Context: an optimization exercise on an open-source flow, tuned for small area. The choices shown serve that exercise and are no tape-out recipe.
Function was checked by simulation only, so behaviour that the tests miss may differ from the original.
Power figures rest on the tool's default switching activity, not on a simulated workload.

red:
==> flow/design.v <==
module aoi222 (input wire a0, a1, b0, b1, c0, c1, output wire y);
	assign y = ~((a0 & a1) | (b0 & b1) | (c0 & c1));
endmodule
module nand4 (input wire a, b, c, d, output wire y);
	assign y = ~(a & b & c & d);
endmodule
module nand2b (input wire an, b, output wire y);
	assign y = an | ~b;
endmodule
module rd_bit (input wire [14:0] sel, input wire [14:0] w, output wire y);
	wire [4:0] t;
	wire v;
	genvar k;
	generate for (k = 0; k < 5; k = k + 1) begin : g_tri
		aoi222 a (sel[3*k], w[3*k], sel[3*k+1], w[3*k+1], sel[3*k+2], w[3*k+2], t[k]);
	end endgenerate
	nand4 n0 (t[0], t[1], t[2], t[3], v);
	nand2b n1 (v, t[4], y);
endmodule
module and4 (input wire a, b, c, d, output wire y);
	assign y = a & b & c & d;
endmodule
module nor4 (input wire a, b, c, d, output wire y);
	assign y = ~(a | b | c | d);
endmodule
module andn (input wire a, bn, output wire y);
	assign y = a & ~bn;
endmodule
module and2 (input wire a, b, output wire y);
	assign y = a & b;
endmodule
module nor2 (input wire a, b, output wire y);
	assign y = ~(a | b);
endmodule
module xor2 (input wire a, b, output wire y);
	assign y = a ^ b;
endmodule
module xnor2 (input wire a, b, output wire y);
	assign y = ~(a ^ b);
endmodule
module ctrl (input wire [3:0] cnt, input wire wr, rd, reset,
             output wire full, empty, we, output wire [3:0] cnt_d, output wire last_re_d);
	wire re;
	wire [3:0] t, x;
	wire [2:0] e;
	and4  g_full  (cnt[0], cnt[1], cnt[2], cnt[3], full);
	nor4  g_empty (cnt[0], cnt[1], cnt[2], cnt[3], empty);
	andn  g_we    (wr, full, we);
	andn  g_re    (rd, empty, re);
	xor2  g_t0    (we, re, t[0]);
	genvar i;
	generate for (i = 0; i < 3; i = i + 1) begin : g_chain
		xnor2 g_e (cnt[i], we, e[i]);
		and2  g_t (t[i], e[i], t[i+1]);
	end endgenerate
	generate for (i = 0; i < 4; i = i + 1) begin : g_next
		xnor2 g_x (cnt[i], t[i], x[i]);
		nor2  g_n (reset, x[i], cnt_d[i]);
	end endgenerate
	andn  g_lr    (re, reset, last_re_d);
endmodule
module dec2e (input wire [1:0] a, input wire en, output wire [3:0] y);
	assign y[0] = en & ~a[1] & ~a[0];
	assign y[1] = en & ~a[1] &  a[0];
	assign y[2] = en &  a[1] & ~a[0];
	assign y[3] = en &  a[1] &  a[0];
endmodule
module dec2 (input wire [1:0] a, output wire [3:0] y);
	assign y[0] = ~a[1] & ~a[0];
	assign y[1] = ~a[1] &  a[0];
	assign y[2] =  a[1] & ~a[0];
	assign y[3] =  a[1] &  a[0];
endmodule
module dec (input wire [3:0] cnt, input wire en, output wire [14:0] sel);
	wire [3:0] lo, hi;
	dec2e dl (cnt[1:0], en, lo);
	dec2  dh (cnt[3:2], hi);
	genvar k;
	generate for (k = 0; k < 15; k = k + 1) begin : g_dec
		and2 n (lo[k % 4], hi[k / 4], sel[k]);
	end endgenerate
endmodule
module fifo(input wire clk, reset, wr, rd, input wire [15:0] d_in,
            output wire full, empty, output wire [15:0] d_out);
	reg [3:0] cnt;       
	reg last_re;         
	reg [239:0] sr;      
	wire we, last_re_d;
	wire [3:0] cnt_d;
	ctrl c0 (cnt, wr, rd, reset, full, empty, we, cnt_d, last_re_d);
	always @(posedge clk) begin
		cnt     <= cnt_d;
		last_re <= last_re_d;
	end
	always @(posedge clk)
		if (we) sr <= {sr[223:0], d_in};
	wire [14:0] sel;
	dec d0 (cnt, last_re, sel);
	genvar k, b;
	generate for (b = 0; b < 16; b = b + 1) begin : g_rd
		wire [14:0] col;
		for (k = 0; k < 15; k = k + 1) begin : g_col
			assign col[k] = sr[16*k + b];
		end
		rd_bit r (sel, col, d_out[b]);
	end endgenerate
endmodule
clock: 5.0 ns
lec_check: 0
cap_margin: 20
core_margin: 2
core_utilization: 70
place_density: 0.85
slew_margin: 20
synth_hierarchical: 1
synth_minimum_keep_size: 0
standard.sh (not shown) runs the stock make flow with config.mk's settings and CLKGATE_MAP_FILE= SYNTH_SCRIPT=/design/flow/synth_recipe.tcl, a recipe that flattens the netlist after the stock synthesis.
==> flow/flow/run.sh <==
#!/bin/bash
# The standard ORFS flow (standard.sh, which also runs the standard
# synthesis), with three changes to how the layout is made:
#  - ports are buffered with the smallest buffer (buf_1) instead of the
#    default clkdlybuf4s50_1;
#  - CTS clusters about 20 registers per clkbuf_8 under a clkbuf_4 root
#    and adds no dummy loads;
#  - after placement repair, gates are sized down where timing and the
#    slew/capacitance limits allow, see post_resize.tcl and downsize.tcl.
set -euo pipefail
here=$(pwd)
export BUFFER_PORTS_ARGS="-buffer_cell sky130_fd_sc_hd__buf_1"
export CTS_ARGS="-sink_clustering_enable -repair_clock_nets -dont_use_dummy_load -buf_list sky130_fd_sc_hd__clkbuf_8 -sink_clustering_size 20 -sink_clustering_max_diameter 60 -root_buf sky130_fd_sc_hd__clkbuf_4"
export POST_RESIZE_TCL="$here/flow/post_resize.tcl"
bash standard.sh finish > "$here/flow_make.log" 2>&1
Other scripts of this flow, unchanged in this note and not shown: flow/flow/downsize.tcl, flow/flow/post_resize.tcl
red was carried through to the last stage, and its layout satisfied the timing, design-rule and antenna checks.
Input-level comparison between blue and red:
--- a/flow/flow/run.sh
+++ b/flow/flow/run.sh
@@ -5,3 +5,3 @@
 #    default clkdlybuf4s50_1;
-#  - CTS clusters about 20 registers per clkbuf_8 under a clkbuf_4 root
+#  - CTS clusters about 21 registers per clkbuf_8 under a clkbuf_2 root
 #    and adds no dummy loads;
@@ -12,3 +12,3 @@
 export BUFFER_PORTS_ARGS="-buffer_cell sky130_fd_sc_hd__buf_1"
-export CTS_ARGS="-sink_clustering_enable -repair_clock_nets -dont_use_dummy_load -buf_list sky130_fd_sc_hd__clkbuf_8 -sink_clustering_size 20 -sink_clustering_max_diameter 60 -root_buf sky130_fd_sc_hd__clkbuf_4"
+export CTS_ARGS="-sink_clustering_enable -repair_clock_nets -dont_use_dummy_load -buf_list sky130_fd_sc_hd__clkbuf_8 -sink_clustering_size 21 -sink_clustering_max_diameter 70 -root_buf sky130_fd_sc_hd__clkbuf_2"
 export POST_RESIZE_TCL="$here/flow/post_resize.tcl"
[summary]
blue -> red: xor and xnor area share after synthesis delta 0, exact match
Of red and blue, red shows the lower wire length, with blue above it.
Between blue and red, the part of the power in combinational logic figures differ only marginally.
The final design utilization in blue sits 0.18 points below the value recorded for red.
Cell depth of the worst min-delay path: blue vs red identical
Total power: blue below red
Compare red and blue | via total after detailed routing higher: blue
On global-route usage, red and blue are neck and neck.
Between blue and red, it is blue whose final worst slack is lower, by 0.16 ns.
Against red as the reference, blue delivers a lower fraction of area in clock buffers and inverters.
Inputs modified between blue and green:
- CORE_UTILIZATION changed from 70 to 60
- PLACE_DENSITY changed from 0.85 to 0.75
--- a/flow/flow/run.sh
+++ b/flow/flow/run.sh
@@ -5,3 +5,3 @@
 #    default clkdlybuf4s50_1;
-#  - CTS clusters about 21 registers per clkbuf_8 under a clkbuf_2 root
+#  - CTS clusters about 20 registers per clkbuf_8 under a clkbuf_4 root
 #    and adds no dummy loads;
@@ -12,3 +12,3 @@
 export BUFFER_PORTS_ARGS="-buffer_cell sky130_fd_sc_hd__buf_1"
-export CTS_ARGS="-sink_clustering_enable -repair_clock_nets -dont_use_dummy_load -buf_list sky130_fd_sc_hd__clkbuf_8 -sink_clustering_size 21 -sink_clustering_max_diameter 70 -root_buf sky130_fd_sc_hd__clkbuf_2"
+export CTS_ARGS="-sink_clustering_enable -repair_clock_nets -dont_use_dummy_load -buf_list sky130_fd_sc_hd__clkbuf_8 -sink_clustering_size 20 -sink_clustering_max_diameter 60 -root_buf sky130_fd_sc_hd__clkbuf_4"
 export POST_RESIZE_TCL="$here/flow/post_resize.tcl"
Notes after the runs:
Setup slack after layout delta (green − blue): favourable
Delta (green minus blue): final critical delay including setup and external delays lost 0.20 ns; max-slew headroom at the worst pin picked up an extra 3.6 points; hold slack lost 0.013 ns; total detailed-routing wirelength lost 630 um.
| layout overhead on the synthesized area | higher: green |
Summary of green over blue: number of failing setup endpoints in the final timing report essentially unchanged; count of sequential standard cells essentially unchanged.
--- input diff green..orange ---
- CORE_UTILIZATION changed from 60 to 70
- PLACE_DENSITY changed from 0.75 to 0.85
--- a/flow/flow/run.sh
+++ b/flow/flow/run.sh
@@ -5,3 +5,3 @@
 #    default clkdlybuf4s50_1;
-#  - CTS clusters about 20 registers per clkbuf_8 under a clkbuf_4 root
+#  - CTS clusters about 21 registers per clkbuf_8 under a clkbuf_4 root
 #    and adds no dummy loads;
@@ -12,3 +12,3 @@
 export BUFFER_PORTS_ARGS="-buffer_cell sky130_fd_sc_hd__buf_1"
-export CTS_ARGS="-sink_clustering_enable -repair_clock_nets -dont_use_dummy_load -buf_list sky130_fd_sc_hd__clkbuf_8 -sink_clustering_size 20 -sink_clustering_max_diameter 60 -root_buf sky130_fd_sc_hd__clkbuf_4"
+export CTS_ARGS="-sink_clustering_enable -repair_clock_nets -dont_use_dummy_load -buf_list sky130_fd_sc_hd__clkbuf_8 -sink_clustering_size 21 -sink_clustering_max_diameter 70 -root_buf sky130_fd_sc_hd__clkbuf_4"
 export POST_RESIZE_TCL="$here/flow/post_resize.tcl"
--- outcome ---
Diff green -> orange: proportion of power drawn by flip-flops and latches now sits higher, met3 track utilization from global routing now sits higher. Worst-path cell with the longest stage delay = sky130_fd_sc_hd__and2_1: green; worst-path cell with the longest stage delay = sky130_fd_sc_hd__a222oi_1: orange. orange ended with more core utilization than green. Compared with green, orange shows a lower number of placement rows.

========
fifo, a different RTL version from the one above (not shown whole).
Size: roughly 38 I/O pins.
export LEC_CHECK = 0
export CAP_MARGIN = 0
export CORE_MARGIN = 2
export CORE_UTILIZATION = 60
export PLACE_DENSITY = 0.75
export SLEW_MARGIN = 0
export SYNTH_HIERARCHICAL = 1
export SYNTH_MINIMUM_KEEP_SIZE = 0
create_clock -name core_clock -period 5.0 [get_ports {clk}]
==> flow/flow/run.sh <==
#!/bin/bash
# The standard ORFS flow (standard.sh, which also runs the standard
# synthesis), with three changes to how the layout is made:
#  - ports are buffered with the smallest buffer (buf_1) instead of the
#    default clkdlybuf4s50_1;
#  - CTS clusters about 20 registers per clkbuf_8 and adds no dummy loads;
#  - after placement repair, gates are sized down where timing and the
#    slew/capacitance limits allow, see post_resize.tcl and downsize.tcl.
set -euo pipefail
here=$(pwd)
export BUFFER_PORTS_ARGS="-buffer_cell sky130_fd_sc_hd__buf_1"
export CTS_ARGS="-sink_clustering_enable -repair_clock_nets -dont_use_dummy_load -buf_list sky130_fd_sc_hd__clkbuf_8 -sink_clustering_size 20 -sink_clustering_max_diameter 60"
export POST_RESIZE_TCL="$here/flow/post_resize.tcl"
bash standard.sh finish > "$here/flow_make.log" 2>&1
==> flow/flow/downsize.tcl <==
# Greedy downsizing: try each combinational cell at a smaller drive
# strength of the same function; keep the change only if the worst setup
# slack stays above a margin and no max-slew, max-capacitance or
# max-fanout violation is added.
proc ds_counts {} {
  return [expr {[sta::max_slew_violation_count] + [sta::max_capacitance_violation_count] + [sta::max_fanout_violation_count]}]
}
proc ds_run { margin } {
  estimate_parasitics -placement
  set base_viol [ds_counts]
  set saved 0.0
  set n 0
  foreach inst [get_cells *] {
    set name [get_property $inst full_name]
    set m [get_property $inst ref_name]
    if {![regexp {^(sky130_fd_sc_hd__[a-z0-9]+)_([0-9]+)$} $m -> base sz]} { continue }
    if {[regexp {df|dl|tap|fill|decap|conb|clk|probe|lpflow} $base]} { continue }
    foreach c {0 1 2 4 6} {
      if {$c >= $sz} { break }
      set lc [get_lib_cells -quiet */${base}_$c]
      if {$lc eq ""} { continue }
      set a0 [get_property [get_lib_cells */$m] area]
      set a1 [get_property $lc area]
      if {$a1 >= $a0} { continue }
      replace_cell $name ${base}_$c
      estimate_parasitics -placement
      if {[sta::worst_slack_cmd max] >= $margin && [ds_counts] <= $base_viol} {
        set saved [expr {$saved + $a0 - $a1}]
        incr n
        break
      }
      replace_cell $name $m
      estimate_parasitics -placement
    }
  }
  puts "downsize: $n cells, [format %.2f $saved] um2 saved, worst slack [sta::worst_slack_cmd max]"
}
==> flow/flow/post_resize.tcl <==
# After placement repair: size gates down where timing and the slew,
# capacitance and fanout limits allow (downsize.tcl).
source [file join [file dirname [info script]] downsize.tcl]
ds_run 0.5e-9
The baseline passed the timing, design-rule and antenna checks.
Edit:
CAP_MARGIN = 20   (was 0)
SLEW_MARGIN = 20   (was 0)
Effect: Wire length is about the same; final cell count is unchanged; flip-flop and latch count does not change.

==> port drivers added, routing unchanged <==
The flow's constraints put no driver on any port. The routed layouts listed below were extracted and timed again, unchanged, in two steps.
Step 1: set_driving_cell puts a clkbuf_16 on clk and a buf_2 on each other input, an assumption about the parent block.
Step 2, shift: input delay + t, output delay - t, t = (earliest + latest rising clock arrival at the registers) / 2. This alone moves slack from input paths to output paths.
a / b / c = no drivers / after step 1 / after step 2; a / b = the first two.
| run | t, ns | setup WS [ns] | worst hold slack (ns) | clock arrival spread, ns |
|---|---|---|---|---|
| red | 0.609 | 1.046 / 1.011 / 1.621 | 0.424 / 0.424 / 0.424 | 0.037 / 0.037 |
| blue | 0.669 | 0.888 / 0.855 / 1.524 | 0.455 / 0.455 / 0.455 | 0.022 / 0.022 |
| green | 0.605 | 1.090 / 1.052 / 1.657 | 0.443 / 0.443 / 0.443 | 0.050 / 0.049 |
| orange | 0.599 | 1.016 / 0.985 / 1.584 | 0.457 / 0.457 / 0.457 | 0.013 / 0.014 |
| the first run of note 2 | 0.533 | 0.944 / 0.907 / 1.440 | 0.434 / 0.434 / 0.434 | 0.048 / 0.048 |
| the second run of note 2 | 0.535 | 0.916 / 0.879 / 1.414 | 0.432 / 0.432 / 0.432 | 0.050 / 0.050 |
After both steps every run listed still meets setup and hold.
